This is an optimization exercise on Yosys and OpenROAD, whose aim is small area, a short achievable clock period and few clock cycles per item, not a production implementation. Function was checked by simulation only, so behaviour that the tests miss may differ from the original. Power and IR drop assume default switching activity.

File: flow/config.mk
export PLATFORM = sky130hd
export DESIGN_NAME = Optical_8x8ctrl_top
export DESIGN_NICKNAME = Optical_8x8ctrl_top
export VERILOG_FILES = /design/flow/design.v
export SDC_FILE = /design/flow/constraint.sdc
export NUM_CORES = 4
export LEC_CHECK = 0
export CAP_MARGIN = 20
export CORE_MARGIN = 2
export CORE_UTILIZATION = 40
export SLEW_MARGIN = 20
File: flow/constraint.sdc
create_clock -name core_clock -period 19.0 [get_ports {i_clk}]
set_input_delay 3.8000 -clock core_clock [delete_from_list [all_inputs] [get_ports {i_clk}]]
set_output_delay 3.8000 -clock core_clock [all_outputs]
set_load 0.01 [all_outputs]
File: flow/design.v
`timescale 1ns / 1ps
module Optical_8x8ctrl_top#(
    parameter       P_BAR       =   1'b0,
    parameter       P_CROSS     =   1'b1,
    parameter       P_DSTWIDTH  =   3   ,
    parameter       P_PORTNUM   =   8   ,
    parameter       P_SWITCHNUM =   4
)(
    input                                   i_clk           ,
    input                                   i_rst           ,
    input  [P_DSTWIDTH*P_PORTNUM - 1:0]     i_8x8_req       ,
    input                                   i_8x8_valid     ,
    output [19:0]                           o_grant_8x8     ,
    output                                  o_grant_valid
);
wire [19:0] w_grant;
reg  [19:0] r_grant;
reg         r_valid;
benes8_route u_route (.i_req(i_8x8_req), .o_grant(w_grant));
assign o_grant_8x8   = r_grant;
assign o_grant_valid = r_valid;
always @(posedge i_clk)
    r_grant <= w_grant;
always @(posedge i_clk or posedge i_rst) begin
    if (i_rst) r_valid <= 1'b0;
    else       r_valid <= i_8x8_valid;
end
endmodule
module benes4_route(
    input  [7:0] d,
    output [5:0] g
);
wire [3:0] z0, z1, z2, z3;    
wire [3:0] hi;                
genvar i;
generate
    for (i = 0; i < 4; i = i + 1) begin : g_dec
        assign z0[i] = d[2*i +: 2] == 2'd0;
        assign z1[i] = d[2*i +: 2] == 2'd1;
        assign z2[i] = d[2*i +: 2] == 2'd2;
        assign z3[i] = d[2*i +: 2] == 2'd3;
        assign hi[i] = d[2*i+1];
    end
endgenerate
assign g[0] = ~z0[0];
assign g[1] = z0[2] | z0[3];
assign g[3] = z0[3];
assign g[2] = (hi[0] & (z1[1] | z1[2] | z1[3])) | (hi[1] & (z1[2] | z1[3])) | (hi[2] & z1[3]);
assign g[4] = ~((z1[0] & (hi[1] | hi[2] | hi[3])) | (z1[1] & (hi[2] | hi[3])) | (z1[2] & hi[3]));
assign g[5] = (z3[0] & (z2[1] | z2[2] | z2[3])) | (z3[1] & (z2[2] | z2[3])) | (z3[2] & z2[3]);
endmodule
module benes8_route(
    input  [23:0] i_req,
    output [19:0] o_grant
);
wire [2:0] dst [0:7];
wire [1:0] D   [0:7];
genvar gi;
generate
    for (gi = 0; gi < 8; gi = gi + 1) begin : g_in
        assign dst[gi] = i_req[3*gi +: 3];
        assign D[gi]   = i_req[3*gi+1 +: 2];
    end
endgenerate
wire x1_01 = (D[0] == D[2]) | (D[1] == D[3]);
wire x0_01 = (D[0] == D[3]) | (D[1] == D[2]);
wire x1_02 = (D[0] == D[4]) | (D[1] == D[5]);
wire x0_02 = (D[0] == D[5]) | (D[1] == D[4]);
wire x1_03 = (D[0] == D[6]) | (D[1] == D[7]);
wire x0_03 = (D[0] == D[7]) | (D[1] == D[6]);
wire x1_12 = (D[2] == D[4]) | (D[3] == D[5]);
wire x0_12 = (D[2] == D[5]) | (D[3] == D[4]);
wire x1_13 = (D[2] == D[6]) | (D[3] == D[7]);
wire x0_13 = (D[2] == D[7]) | (D[3] == D[6]);
wire x1_23 = (D[4] == D[6]) | (D[5] == D[7]);
wire x0_23 = (D[4] == D[7]) | (D[5] == D[6]);
wire l_01 = x1_01 | x0_01, l_02 = x1_02 | x0_02, l_03 = x1_03 | x0_03;
wire l_12 = x1_12 | x0_12, l_13 = x1_13 | x0_13, l_23 = x1_23 | x0_23;
wire p_10 = x1_01 | (x1_02 & x0_12) | (x0_02 & x1_12) | (x1_03 & x0_13) | (x0_03 & x1_13);
wire p_20 = x1_02 | (x1_01 & x0_12) | (x0_01 & x1_12) | (x1_03 & x0_23) | (x0_03 & x1_23);
wire c_20 = l_02 | (l_01 & l_12) | (l_03 & l_23);
wire p_21 = x1_12 | (x1_13 & x0_23) | (x0_13 & x1_23);
wire p_30 = x1_03 | (x1_01 & x0_13) | (x0_01 & x1_13) | (x1_02 & x0_23) | (x0_02 & x1_23);
wire c_30 = l_03 | (l_01 & l_13) | (l_02 & l_23);
wire p_31 = x1_13 | (x1_12 & x0_23) | (x0_12 & x1_23);
wire c_31 = l_13 | (l_12 & l_23);
wire [3:0] s;
assign s[0] = 1'b0;
assign s[1] = p_10;
assign s[2] = p_20 | (~c_20 & p_21);
assign s[3] = p_30 | (~c_30 & (p_31 | (~c_31 & x1_23)));
wire [2:0] e0 [0:3];
wire [7:0] d0, d1;
generate
    for (gi = 0; gi < 4; gi = gi + 1) begin : g_sub
        assign e0[gi] = s[gi] ? dst[2*gi+1] : dst[2*gi];
        assign d0[2*gi +: 2] = e0[gi][2:1];
        assign d1[2*gi +: 2] = s[gi] ? D[2*gi] : D[2*gi+1];
    end
endgenerate
wire [5:0] g0, g1;
benes4_route u_sub0 (.d(d0), .g(g0));
benes4_route u_sub1 (.d(d1), .g(g1));
wire [3:0] go;
generate
    for (gi = 0; gi < 4; gi = gi + 1) begin : g_out
        assign go[gi] = ((e0[0][2:1] == gi) & e0[0][0]) | ((e0[1][2:1] == gi) & e0[1][0]) |
                        ((e0[2][2:1] == gi) & e0[2][0]) | ((e0[3][2:1] == gi) & e0[3][0]);
    end
endgenerate
assign o_grant = {go, s, g1, g0};
endmodule
File: flow/run.sh
#!/bin/bash
# synth_recipe.tcl (not shown) runs the flow's synth.tcl, then flattens the netlist and writes it again
# the make line also repeats each setting of config.mk as NAME=value (left out here)
make -C /OpenROAD-flow-scripts/flow DESIGN_CONFIG=/design/flow/config.mk WORK_HOME=/design/flow/orfs CLKGATE_MAP_FILE= SYNTH_SCRIPT=/design/flow/synth_recipe.tcl finish
==> run summary <==
## where the power goes
part,switching (mW),total [mW],internal (mW)
clock,0.0136,0.0417,0.0281
sequential,0.00197,0.0532,0.0512
combinational,0.0618,0.112,0.0501
total,0.0774,0.207,0.129
## layout by cell type (no fill, tap or decap), types with 3 or more instances in the layout
| cell | synthesis | layout |
|---|---|---|
| a211oi_1 | 3 | 3 |
| a21oi_1 | 12 | 12 |
| a222oi_1 | 3 | 3 |
| a32oi_1 | 4 | 4 |
| and2_1 | 4 | 4 |
| and3_1 | 4 | 4 |
| clkbuf_8 | 0 | 3 |
| clkdlybuf4s50_1 | 0 | 45 |
| dfxtp_1 | 19 | 19 |
| inv_1 | 4 | 4 |
| mux2_2 | 7 | 7 |
| mux2i_1 | 7 | 7 |
| nand2_1 | 12 | 12 |
| nand2b_1 | 7 | 7 |
| nand3_1 | 13 | 13 |
| nand4_1 | 13 | 13 |
| nor2_1 | 12 | 12 |
| nor2b_1 | 7 | 7 |
| o2111ai_1 | 4 | 4 |
| o211ai_1 | 5 | 5 |
| o21ai_0 | 6 | 6 |
| o22ai_1 | 11 | 11 |
| o22ai_2 | 4 | 4 |
| o2bb2ai_1 | 3 | 3 |
| o32ai_1 | 3 | 3 |
| xor2_1 | 46 | 46 |
## path summary, 6_finish.rpt
check,from,endpoint,slack [ns]
max,i_8x8_req[16],r_grant[16]$_DFF_P_,11.93
min,i_rst,r_valid$_DFF_PP0_,3.67
max in group asynchronous,i_rst,r_valid$_DFF_PP0_,15.25
min in group core_clock,i_8x8_valid,r_valid$_DFF_PP0_,3.98
## critical path: stages
cell and delay, ns:
clkdlybuf4s50_1 0.95, xor2_1 0.17, o22ai_2 0.38, nor2_1 0.12, o2111ai_1 0.73, nand2_1 0.48
or4_1 0.54, nand4_1 0.09
## stage by stage
step           cell area, um2  power [mW]  std cells  utilization
5_1_grt                  2700       0.220        369        0.490
2_1_floorplan            2270       0.130        272            -
3_3_place_gp             2630       0.165        365        0.477
4_1_cts                  2700       0.207        369        0.490
3_5_place_dp             2630       0.165        365        0.477
6_report                 2700       0.207        369        0.490
## kinds of logic after synthesis
group / count (synthesis) / synth area share
muxes: 16 / 0.0787
and+or+nand+nor: 83 / 0.198
buffers and inverters: 28 / 0.0891
xor gates and xnor gates: 48 / 0.191
AOI/OAI and AO/OA: 76 / 0.263
DFF: 20 / 0.178
other: 1 / 0.00165
## final cells by class
| cell class | count | area share |
|---|---|---|
| clock inverter | 1 | 0.0111 |
| multi-input combinational | 224 | 0.618 |
| tap | 72 | 0.0334 |
| inverter | 4 | 0.00556 |
| clock buffer | 3 | 0.0153 |
| timing repair buffer | 45 | 0.167 |
| sequential | 20 | 0.150 |
## layer usage
| metal | vias up | global-route usage | share of wire |
|---|---|---|---|
| met2 | 89 | 0.310 | 0.45 |
| li1 | 1062 | - | - |
| met3 | 13 | 0.0204 | 0.066 |
| met5 | - | 0 | 0 |
| met1 | 1009 | 0.281 | 0.46 |
| met4 | 0 | 0.0741 | 0.026 |
## state kept, by name, indices dropped and copies added (netlist names)
signal and count:
r_valid 1, r_grant 19
==> run summary <==
deepest clock path buffer count=2; critical path required time=19.19 ns; routed wire length=6190 um; unrepaired setup endpoints after global routing=no; Die Area=0.00631 mm2; Tcrit/Tclk final=0.372; Peak VDD IR=52.7 uV; most numerous cell in the Yosys netlist=xor2_1; crit path DAT=7.26 ns; ys flop type=dfxtp_1; die width=79.4 um; Pwr Density=76.6 mW/mm2; vias in the first global route=1880; CTS Buf Count=3; status=finished clean; fraction of layout cells with a size suffix above 1=0.0909; Worst-path clk slew=0.07 ns; Post-synth top cells=xor2_1, dfxtp_1, nand3_1, nand4_1; CP Max Fanout=14; setup TNS=0 ns; leading area contributor after synthesis=xor2_1; initial core utilization=0.413; share of flip-flops with an asynchronous set or reset=0.0500; CTS tree=built; endpoints failing setup=0; DRT antenna net count=0; final hold vios=0; Clock H-tree levels=1; Area contributors post-synth=xor2_1, dfxtp_1, nand4_1; FF/Latch Area=405 um2; GRT Residual Overflow=0; post-cts hold buffer count=0; Seq cells post-synth=20; DR pass1 iterations=4; # port buffers=45; Placement Setup Slack=11.74 ns; HP Class=in2async; wire length per cell=16.8 um; P_leak=1.04 nW; CTS root buffer=clkbuf_8; # resized after CTS=0; Critical Path Start Type=primary input; initial antenna violation count=0; share of the synthesized area in the top cell type=0.177; final slew viol count=0; WS Path Type=in2reg; worst slew pin tran=0.874 ns; total of max-cap violations=0; via count=2173; Synth Warn #=2; CTS sink cnt=20; first-pass GRT wire length=9880 um; I/O pins=48; Final #Nets=325; synthesis-to-finish area growth=18.6%; Seq/Total Area, Yosys=0.178; core area=0.00551 mm2; Mapped Nets=299; GRT Total Usage=0.198; Iter 0 DRT Violations=202; Die H=79.4 um; Slew HR=0.417; row cnt=27; post-synth cell types=53; crit path capture type=register; fillcell total=526; number of synthesized flops with an enable pin=0; f_max=141 MHz; final hold slack=3.67 ns; multi-input logic area=0.00167 mm2; slack of the critical path=11.93 ns; pin count of the biggest net entering global routing=15; DR DRC count=0; # Post-CTS Setup Buffers=0; Mapped Cells=272; mapped cell area=0.00227 mm2; routability cong.=0.875; post-DP HPWL=4600 um; Syn Area/Cell=8.36 um2; Tmin final=7.07 ns; drt via density=5.89; Ant. Diodes=0
Testbench counts, summed over its fixed seeds: cycles 2,048, items 2,048.

[re-timing with driven ports]
No port has a modelled driver above. Below, the same layout with a new extraction and two added sets of constraints.
Step 1 sets driving cells, clkbuf_16 on the clock port and buf_2 on the other inputs (assumed; they add their load-dependent delay and slew).
Step 2 times the ports against the registers' clock, not the clock port: input delays grow and output delays shrink by t, the midpoint of the rising clock arrivals with the driver on.
Slacks: ideal / step 1 / step 2; pairs: ideal / step 1.
shift t [ns]: 0.283
slack for setup (ns): 11.929 / 11.935 / 11.651
worst hold slack (ns): 3.667 / 3.661 / 3.945
clock arrival spread, ns: 0.009 / 0.009
After both steps this run still meets setup and hold. For this run, drivers alone change the setup slack by +0.006 ns; drivers and shift together by -0.278 ns.
